Source: an optimization exercise on an open RTL-to-GDS flow (aim: small area, a short achievable clock period and few clock cycles per item). Production flows keep margins and buffers that such runs may drop. RTL that was checked went through simulation tests only; none was proved equivalent to the original. Power and IR drop assume default switching activity.

==> flow/design.v (excerpt) <==
module modulo_sec#(
  parameter SIZE = 16,
  parameter CALCULATION_OUT = 1'b0 )(
  input clk,
  input rst,
  input [(SIZE-1):0] divident,
  input [(SIZE-1):0] divisor,
  input start,
  output done,
  output [(SIZE-1):0] remainder);
  localparam CW = $clog2(SIZE);
  function [3:0] lzc;
    input [15:0] v;
    reg [3:0] z;
    reg [1:0] lz0, lz1, lz2, lz3, hi;
    begin
      z[3] = ~|v[15:12]; z[2] = ~|v[11:8]; z[1] = ~|v[7:4]; z[0] = ~|v[3:0];
      lz3 = {~v[15] & ~v[14], ~v[15] & (v[14] | ~v[13])};
      lz2 = {~v[11] & ~v[10], ~v[11] & (v[10] | ~v[9])};
      lz1 = {~v[7] & ~v[6], ~v[7] & (v[6] | ~v[5])};
      lz0 = {~v[3] & ~v[2], ~v[3] & (v[2] | ~v[1])};
      hi = {z[3] & z[2], z[3] & (~z[2] | z[1])};
      case (hi)
        2'd0: lzc = {hi, lz3};
        2'd1: lzc = {hi, lz2};
        2'd2: lzc = {hi, lz1};
        default: lzc = {hi, lz0};
      endcase
    end
  endfunction
  function [SIZE:0] sub_bk;
    input [SIZE-1:0] x, y;
    reg [SIZE-1:0] g, p, gn, pn;
    integer i, j, l;
    begin
      for (i = 0; i < SIZE; i = i + 1) begin
        g[i] = ~x[i] & y[i];
        p[i] = ~(x[i] ^ y[i]);
      end
      for (l = 0; (1 << l) < SIZE; l = l + 1) begin
        gn = g; pn = p;
        for (i = 0; i < SIZE; i = i + 1)
          if (((i + 1) % (2 << l)) == 0) begin
            j = i - (1 << l);
            gn[i] = g[i] | (p[i] & g[j]);
            pn[i] = p[i] & p[j];
          end
        g = gn; p = pn;
      end
      for (l = CW - 2; l >= 0; l = l - 1) begin
        gn = g; pn = p;
        for (i = 0; i < SIZE; i = i + 1)
          if (((i + 1) % (2 << l)) == (1 << l) && i > (1 << l)) begin
            j = i - (1 << l);
            gn[i] = g[i] | (p[i] & g[j]);
            pn[i] = p[i] & p[j];
          end
        g = gn; p = pn;
      end
      sub_bk[SIZE] = g[SIZE-1];
      sub_bk[0] = x[0] ^ y[0];
      for (i = 1; i < SIZE; i = i + 1)
        sub_bk[i] = x[i] ^ y[i] ^ g[i-1];
    end
  endfunction
  reg busy;
  reg [SIZE-1:0] rem_reg, div_reg;
  reg [CW-1:0] cnt;
  assign done = ~busy;
  assign remainder = rem_reg;
  ...
Size: roughly 0.0030 mm^2 of cells after synthesis.
Settings: LEC_CHECK=0, CAP_MARGIN=20, CORE_MARGIN=2, CORE_UTILIZATION=40, SETUP_SLACK_MARGIN=1.5, SLEW_MARGIN=20; clock period 4.0 ns.
standard.sh (not shown) runs the stock make flow with config.mk's settings and CLKGATE_MAP_FILE= SYNTH_SCRIPT=/design/flow/synth_recipe.tcl, a recipe that flattens the netlist after the stock synthesis.
==> flow/flow/run.sh <==
#!/bin/bash
# The standard layout, with plain buf_1 cells (not delay cells) as the port buffers.
set -euo pipefail
bash standard.sh BUFFER_PORTS_ARGS="-buffer_cell sky130_fd_sc_hd__buf_1" finish > standard.log 2>&1
The starting point finished clean.
Change:
SETUP_SLACK_MARGIN = not set   (was 1.5)
The changed run produced a clean layout.
Design area came out lower by 12%.
Core utilization came out lower by 6.8 points.
Clock skew is about the same.
Global-route usage came out lower by 1.0 points.
Clock-buffer cell count came out higher by 1.
Change:
ABC_AREA = 1   (was not set)
SETUP_SLACK_MARGIN = 1.5   (was not set)
- critical path depth stays the same
- power came out higher by a few percent
- final cell count came out higher by a quarter to a third
- clock skew barely changes
- flip-flop and latch count is unchanged
- maximum frequency came out higher by a quarter to a third
- non-clock buffer count came out lower by 2
- hold slack got worse by 0.011 ns
- synthesized area came out lower slightly
- worst setup slack improved by 0.96 ns
- routed wire length came out higher by about a fifth
No run of this note included a check of the RTL's function; only the layout flow was run.

========
modulo_sec, a different RTL version from the one above (not shown whole).
Size: roughly 480 cells after synthesis, roughly 52 I/O pins, ~0.0035 sq mm of cells after synthesis.
==> flow/config.mk <==
export PLATFORM = sky130hd
export DESIGN_NAME = modulo_sec
export DESIGN_NICKNAME = modulo_sec
export VERILOG_FILES = /design/flow/design.v
export SDC_FILE = /design/flow/constraint.sdc
export NUM_CORES = 4
export LEC_CHECK = 0
export ABC_AREA = 1
export CAP_MARGIN = 20
export CORE_MARGIN = 2
export CORE_UTILIZATION = 40
export SETUP_SLACK_MARGIN = 1.8
export SLEW_MARGIN = 20
==> flow/constraint.sdc <==
create_clock -name core_clock -period 4.0 [get_ports {clk}]
set_input_delay 0.8000 -clock core_clock [delete_from_list [all_inputs] [get_ports {clk}]]
set_output_delay 0.8000 -clock core_clock [all_outputs]
set_load 0.01 [all_outputs]
Scripts as last shown in full above: flow/flow/run.sh
Edit:
Settings changed: SETUP_SLACK_MARGIN 1.8 to 1.5.
After rerunning: Utilization came out lower by 1.8 points. Wire length came out lower slightly. Via count came out lower slightly. Global-route usage came out lower by 0.35 points. Final area came out lower by a few percent. Cell count came out lower slightly. Critical path depth came out lower by 1. Non-clock buffer count came out lower by 11.
Function was not checked in any run of this note: the RTL went through the layout flow alone.

========
Another version of the RTL of modulo_sec (not shown whole).
Size: roughly 560 cells after synthesis, ~52 I/O pins, about 0.0039 mm² of cells after synthesis.
## modulo_sec
module modulo_sec#(
  parameter SIZE = 16,
  parameter CALCULATION_OUT = 1'b0 )(
  input clk,
  input rst,
  input [(SIZE-1):0] divident,
  input [(SIZE-1):0] divisor,
  input start,
  output done,
  output [(SIZE-1):0] remainder);
==> flow/config.mk <==
export PLATFORM = sky130hd
export DESIGN_NAME = modulo_sec
export DESIGN_NICKNAME = modulo_sec
export VERILOG_FILES = /design/flow/design.v
export SDC_FILE = /design/flow/constraint.sdc
export NUM_CORES = 4
export LEC_CHECK = 0
export ABC_AREA = 1
export CAP_MARGIN = 20
export CORE_MARGIN = 2
export CORE_UTILIZATION = 40
export SETUP_SLACK_MARGIN = 1.5
export SLEW_MARGIN = 20
==> flow/constraint.sdc <==
create_clock -name core_clock -period 4.0 [get_ports {clk}]
set_input_delay 0.8000 -clock core_clock [delete_from_list [all_inputs] [get_ports {clk}]]
set_output_delay 0.8000 -clock core_clock [all_outputs]
set_load 0.01 [all_outputs]
Scripts as last shown in full above: flow/flow/run.sh
The starting point ran to the end with no violations.
Rerun with:
--- a/flow/config.mk
+++ b/flow/config.mk
@@ -12 +11,0 @@
-export SETUP_SLACK_MARGIN = 1.5
Result:
- The changed run completed without violations
- routed wire length came out lower by a quarter to a third
- utilization goes down by 17 points
- design area decreases by a quarter to a third
- area after synthesis is unchanged
- total power came out lower by about a fifth
- worst setup slack gets worse by 0.45 ns
- register-to-register slack got worse by 0.54 ns
- die area is unchanged
- count of clock-buffer cells in the layout is unchanged
- maximum frequency falls by about a fifth
No run of this note included a check of the RTL's function; only the layout flow was run.

========
the previous run:
Another version of the RTL of modulo_sec (not shown whole).
Size in the first run: ~400 cells after synthesis, ~38 flip-flops, about 52 I/O pins, ~3400 um^2 of cells after synthesis.
==> flow/config.mk <==
export PLATFORM = sky130hd
export DESIGN_NAME = modulo_sec
export DESIGN_NICKNAME = modulo_sec
export VERILOG_FILES = /design/flow/design.v
export SDC_FILE = /design/flow/constraint.sdc
export NUM_CORES = 4
export LEC_CHECK = 0
export ABC_CLOCK_PERIOD_IN_PS = 2800
export CAP_MARGIN = 20
export CORE_MARGIN = 2
export CORE_UTILIZATION = 40
export SLEW_MARGIN = 20
==> flow/constraint.sdc <==
create_clock -name core_clock -period 4.0 [get_ports {clk}]
set_input_delay 0.8000 -clock core_clock [delete_from_list [all_inputs] [get_ports {clk}]]
set_output_delay 0.8000 -clock core_clock [all_outputs]
set_load 0.01 [all_outputs]
run.sh (not shown) runs the stock make flow with config.mk's settings and CLKGATE_MAP_FILE= SYNTH_SCRIPT=/design/flow/synth_recipe.tcl, a recipe that flattens the netlist after the stock synthesis.
Stock flow here: none of the scripts above is used.
The previous run: full flow OK, the timing, DRC and antenna checks passed
--- input diff the previous run..the current run ---
# the previous run
export LEC_CHECK = 0
export ABC_CLOCK_PERIOD_IN_PS = 2800
export CAP_MARGIN = 20
export CORE_MARGIN = 2
export CORE_UTILIZATION = 40
export SLEW_MARGIN = 20
create_clock -name core_clock -period 4.0 [get_ports {clk}]
# the current run
export LEC_CHECK = 0
export CAP_MARGIN = 20
export CORE_MARGIN = 2
export CORE_UTILIZATION = 40
export SETUP_SLACK_MARGIN = 1.5
export SLEW_MARGIN = 20
create_clock -name core_clock -period 4.0 [get_ports {clk}]
==> flow/flow/run.sh (new file) <==
#!/bin/bash
# The standard layout, with plain buf_1 cells (not delay cells) as the port buffers.
set -euo pipefail
bash standard.sh BUFFER_PORTS_ARGS="-buffer_cell sky130_fd_sc_hd__buf_1" finish > standard.log 2>&1
==> flow/standard.sh (new file) <==
#!/bin/bash
# synth_recipe.tcl (not shown) runs the flow's synth.tcl, then flattens the netlist and writes it again
# the make line also repeats each setting of config.mk as NAME=value (left out here)
make -C /OpenROAD-flow-scripts/flow DESIGN_CONFIG=/design/flow/config.mk WORK_HOME=/design/flow/orfs CLKGATE_MAP_FILE= SYNTH_SCRIPT=/design/flow/synth_recipe.tcl "${@:-finish}"
removed: flow/run.sh
--- outcome ---
- Of the previous run and the current run, the current run shows the lower final critical-path required period, with the previous run above it.
- Of the previous run and the current run, the run reporting the lower non-clock buffer count was the previous run.
- Compare the previous run and the current run | wire length on met3 lower: the current run
- In the final reports, the cell area of the current run is smaller than that of the previous run.
- Changes observed in the current run relative to the previous run: post-placement cell area down 7.8%; proportion of layout cells with a drive suffix above 1 up 10 points.
- Run comparison: the current run commonest non-fill, non-tap cell in the layout sky130_fd_sc_hd__buf_1; the previous run commonest non-fill, non-tap cell in the layout sky130_fd_sc_hd__clkdlybuf4s50_1
- Comparing the previous run and the current run, worst slack on hold paths is lower on the current run.
Function was not checked in any run of this note: the RTL went through the layout flow alone.

========
Setup of violet:
Another version of the RTL of modulo_sec (not shown whole).
For scale: roughly 38 flip-flops.
==> flow/config.mk <==
export PLATFORM = sky130hd
export DESIGN_NAME = modulo_sec
export DESIGN_NICKNAME = modulo_sec
export VERILOG_FILES = /design/flow/design.v
export SDC_FILE = /design/flow/constraint.sdc
export NUM_CORES = 4
export LEC_CHECK = 0
export ABC_AREA = 1
export CAP_MARGIN = 20
export CORE_MARGIN = 2
export CORE_UTILIZATION = 40
export SETUP_SLACK_MARGIN = 1.5
export SLEW_MARGIN = 20
==> flow/constraint.sdc <==
create_clock -name core_clock -period 4.0 [get_ports {clk}]
set_input_delay 0.8000 -clock core_clock [delete_from_list [all_inputs] [get_ports {clk}]]
set_output_delay 0.8000 -clock core_clock [all_outputs]
set_load 0.01 [all_outputs]
standard.sh (not shown) runs the stock make flow with config.mk's settings and CLKGATE_MAP_FILE= SYNTH_SCRIPT=/design/flow/synth_recipe.tcl, a recipe that flattens the netlist after the stock synthesis.
==> flow/flow/run.sh <==
#!/bin/bash
# The standard layout, with plain buf_1 cells (not delay cells) as the port buffers.
set -euo pipefail
bash standard.sh BUFFER_PORTS_ARGS="-buffer_cell sky130_fd_sc_hd__buf_1" finish > standard.log 2>&1
Testbench counts of violet, summed over its fixed seeds: cycles 6,344, items 1,280.
diff inputs: violet => pepper
Settings: changing SETUP_SLACK_MARGIN from 1.5 to 1.3.
## What came out
- Comparing violet and pepper, the lower cell count along the critical path is on violet.
- Multi-input logic area delta for pepper relative to violet: about 3% lower
- On power density over cell area, the lower figure sits with violet, not pepper.

========
== harbor ==
modulo_sec, a different RTL version from the one above (not shown whole).
Size in the first run: about 460 cells after synthesis, about 38 flip-flops, about 52 I/O pins, roughly 3200 um^2 of cells after synthesis.
export LEC_CHECK = 0
export ABC_AREA = 1
export CAP_MARGIN = 20
export CORE_MARGIN = 2
export CORE_UTILIZATION = 40
export SETUP_SLACK_MARGIN = 1.5
export SLEW_MARGIN = 20
create_clock -name core_clock -period 4.0 [get_ports {clk}]
==> flow/flow/run.sh <==
#!/bin/bash
# The standard layout, with plain buf_1 cells (not delay cells) as the port
# buffers, and a clock tree of large buffers without dummy loads.
set -euo pipefail
bash standard.sh BUFFER_PORTS_ARGS="-buffer_cell sky130_fd_sc_hd__buf_1" \
  CTS_ARGS="-sink_clustering_enable -repair_clock_nets -dont_use_dummy_load -buf_list sky130_fd_sc_hd__clkbuf_16 -root_buf sky130_fd_sc_hd__clkbuf_16" \
  finish > standard.log 2>&1
harbor went all the way through synthesis, placement and routing and the layout is clean on timing, DRC and antenna.
Testbench counts of harbor, summed over its fixed seeds: cycles 6,344, items 1,280.
diff inputs: harbor => sierra
Settings: SETUP_SLACK_MARGIN now 1.6, was 1.5.
==> flow/flow/run.sh <==
#!/bin/bash
# The standard layout, with plain buf_1 cells (not delay cells) as the port
# buffers and no dummy loads in the clock tree.
set -euo pipefail
bash standard.sh BUFFER_PORTS_ARGS="-buffer_cell sky130_fd_sc_hd__buf_1" \
  CTS_ARGS="-sink_clustering_enable -repair_clock_nets -dont_use_dummy_load" \
  finish > standard.log 2>&1
==> comparison <==
Every run (sierra and harbor) finished clean. Total count of max-transition violations in the final report: harbor vs sierra, no meaningful difference. sierra against harbor: final area barely changed, routed wire length went down by about 0.7%. Run comparison: harbor critical path endpoint align$_SDFF_PN0_; sierra critical path endpoint cnt[3]$_DFFE_PP_.
diff inputs: sierra => juniper
Settings: a change of SETUP_SLACK_MARGIN from 1.6 to 1.4.
## What came out
- Lower core utilization among juniper and sierra: juniper
- Compared with sierra, in juniper part of the total power dissipated in sequential elements increased by 1.8 points relative to the old numbers, fraction of area in non-clock buffers decreased by 1.6 points relative to the old numbers.
- Power share of the clock group, juniper and sierra, higher one = juniper.
- In the reports for juniper and sierra, the larger worst slew margin relative to its limit belongs to sierra.
- Diff sierra -> juniper: number of cells on the critical path up 1; total detailed-routing wirelength shows a reduction of 680 um.
- On met3 layer usage reported by global route: between juniper and sierra, it ends up lower for juniper.
- In juniper relative to sierra, post-DP HPWL had gone down slightly.
What cedar does differently from juniper at the input level:
Settings: a change of SETUP_SLACK_MARGIN from 1.4 to 1.5.
Notes after the runs:
Every run (cedar and juniper) finished clean.
From juniper to cedar the numbers moved as follows: synthesis-to-layout area growth moved up; maximum number of pins on one net before global-route repair moved down; total power per unit cell area moved up; share of the clock period used by the worst path after layout moved down; post-layout utilization of the core moved up.
Across both runs, buffer count from post-CTS setup fixing was higher for cedar than for juniper.
[inputs] zinc vs cedar
Settings: clearing ABC_AREA, which used to be 1.
Results
- Run comparison: zinc worst setup path startpoint divisor[15]; cedar worst setup path startpoint divisor[14]
- Measured against cedar, the count of distinct cell types in the synthesized netlist of zinc comes out at 1.2 times the reference value.
- Between zinc and cedar, it is zinc whose non-clock buffer count is higher, by about 3%.
- Summary — final net count, zinc relative to cedar: lower, by about 15%.
Input-level comparison between indigo and zinc:
Settings: an added GPL_TIMING_DRIVEN of 1; an added ABC_AREA of 1.
No stage failed in indigo, and the final checks on the layout all came back clean. Summary of indigo over zinc: share of the clock period used by the worst path down 3.6 points; proportion of power drawn by combinational gates down 0.4 points; clock edge transition at the registers on the reported setup and hold paths flat; area inside the core boundary down about 0.5%; area growth from synthesis to final layout down 2.4 points.

========
run B:
modulo_sec, a different RTL version from the one above (not shown whole).
clock: 4.0 ns
lec_check: 0
abc_area: 1
cap_margin: 20
core_margin: 2
core_utilization: 40
setup_slack_margin: 1.7
slew_margin: 20
tns_end_percent: 0
==> flow/flow/run.sh <==
#!/bin/bash
# The standard layout, with plain buf_1 cells (not delay cells) as the port buffers.
set -euo pipefail
bash standard.sh BUFFER_PORTS_ARGS="-buffer_cell sky130_fd_sc_hd__buf_1" finish > standard.log 2>&1
Testbench counts of run B, summed over its fixed seeds: cycles 6,344, items 1,280.
#### Input delta (run D over run B)
Settings: removing TNS_END_PERCENT (formerly 0); changing SETUP_SLACK_MARGIN from 1.7 to 1.5.
==> flow/flow/run.sh <==
#!/bin/bash
# The standard layout, with plain buf_1 cells (not delay cells) as the port
# buffers and no dummy loads in the clock tree.
set -euo pipefail
bash standard.sh BUFFER_PORTS_ARGS="-buffer_cell sky130_fd_sc_hd__buf_1" \
  CTS_ARGS="-sink_clustering_enable -repair_clock_nets -dont_use_dummy_load" \
  finish > standard.log 2>&1
## What came out
- Run D went all the way through the flow, and no timing, DRC or antenna check failed.
- Re mapped cell area: no difference whatsoever between run D and run B.
- Run B → run D: amount of wire on met2 after detailed routing has decreased, area taken by multi-input logic gates shows an increase of about 0.8%, aggregate routed wire length moved down, sum of internal, switching and leakage power lost about 4.4%.
- Fmax: run B vs run D, no meaningful difference
- On required time reported for the critical path endpoint, run D and run B are neck and neck.
- In run D the proportion of power drawn by combinational gates turned out 2.2 points higher than in run B.

## what the ideal ports hide
The results above use ideal ports. As a check the final layouts listed here were re-extracted and re-timed, cells and wires unchanged. Step 1: set_driving_cell puts a clkbuf_16 on clk and a buf_2 on each other input, an assumption about the parent block. Step 2 also shifts input and output timing later by t, the mid clock arrival at the registers, as if the neighbouring blocks saw the same clock. a / b / c = ideal ports / drivers / drivers and shift; a / b = the first two.
run	t, ns	slack for setup (ns)	worst setup path at the end	clock arrival spread, ns	worst register clock-pin slew, ns
the first run of note 1	0.317	0.314 / 0.304 / -0.013	input to register	0.006 / 0.006	0.08 / 0.08
the second run of note 1	0.309	0.157 / 0.166 / -0.143	input to register	0.006 / 0.006	0.08 / 0.08
the third run of note 1	0.317	1.118 / 1.112 / 0.796	input to register	0.009 / 0.009	0.08 / 0.08
the first run of note 2	0.329	1.593 / 1.588 / 1.259	input to register	0.010 / 0.010	0.09 / 0.09
the second run of note 2	0.336	1.557 / 1.568 / 1.232	input to register	0.016 / 0.016	0.10 / 0.10
the first run of note 3	0.328	1.354 / 1.362 / 1.034	input to register	0.011 / 0.011	0.09 / 0.09
the second run of note 3	0.320	0.909 / 0.909 / 0.674	input to register	0.005 / 0.006	0.08 / 0.08
the previous run	0.330	0.940 / 0.947 / 0.617	input to register	0.007 / 0.007	0.09 / 0.09
the current run	0.322	1.405 / 1.397 / 1.076	input to register	0.008 / 0.009	0.09 / 0.09
violet	0.325	1.533 / 1.524 / 1.277	input to register	0.010 / 0.009	0.08 / 0.08
pepper	0.328	1.474 / 1.487 / 1.160	input to register	0.007 / 0.007	0.08 / 0.08
harbor	0.314	1.526 / 1.529 / 1.215	input to register	0.008 / 0.007	0.06 / 0.06
sierra	0.314	1.511 / 1.503 / 1.189	input to register	0.011 / 0.012	0.08 / 0.08
juniper	0.326	1.509 / 1.501 / 1.175	input to register	0.026 / 0.026	0.09 / 0.09
cedar	0.315	1.559 / 1.566 / 1.251	input to register	0.005 / 0.005	0.07 / 0.07
zinc	0.322	1.415 / 1.400 / 1.078	input to register	0.013 / 0.012	0.08 / 0.08
indigo	0.315	1.559 / 1.566 / 1.251	input to register	0.005 / 0.005	0.07 / 0.07
run B	0.328	1.577 / 1.588 / 1.260	input to register	0.008 / 0.009	0.09 / 0.09
run D	0.323	1.581 / 1.587 / 1.264	input to register	0.020 / 0.020	0.09 / 0.09
Met with ideal ports but missed after step 2: setup timing in the first run of note 1 and the second run of note 1. For zinc, which loses most, drivers alone change the setup slack by -0.015 ns; drivers and shift together by -0.337 ns.
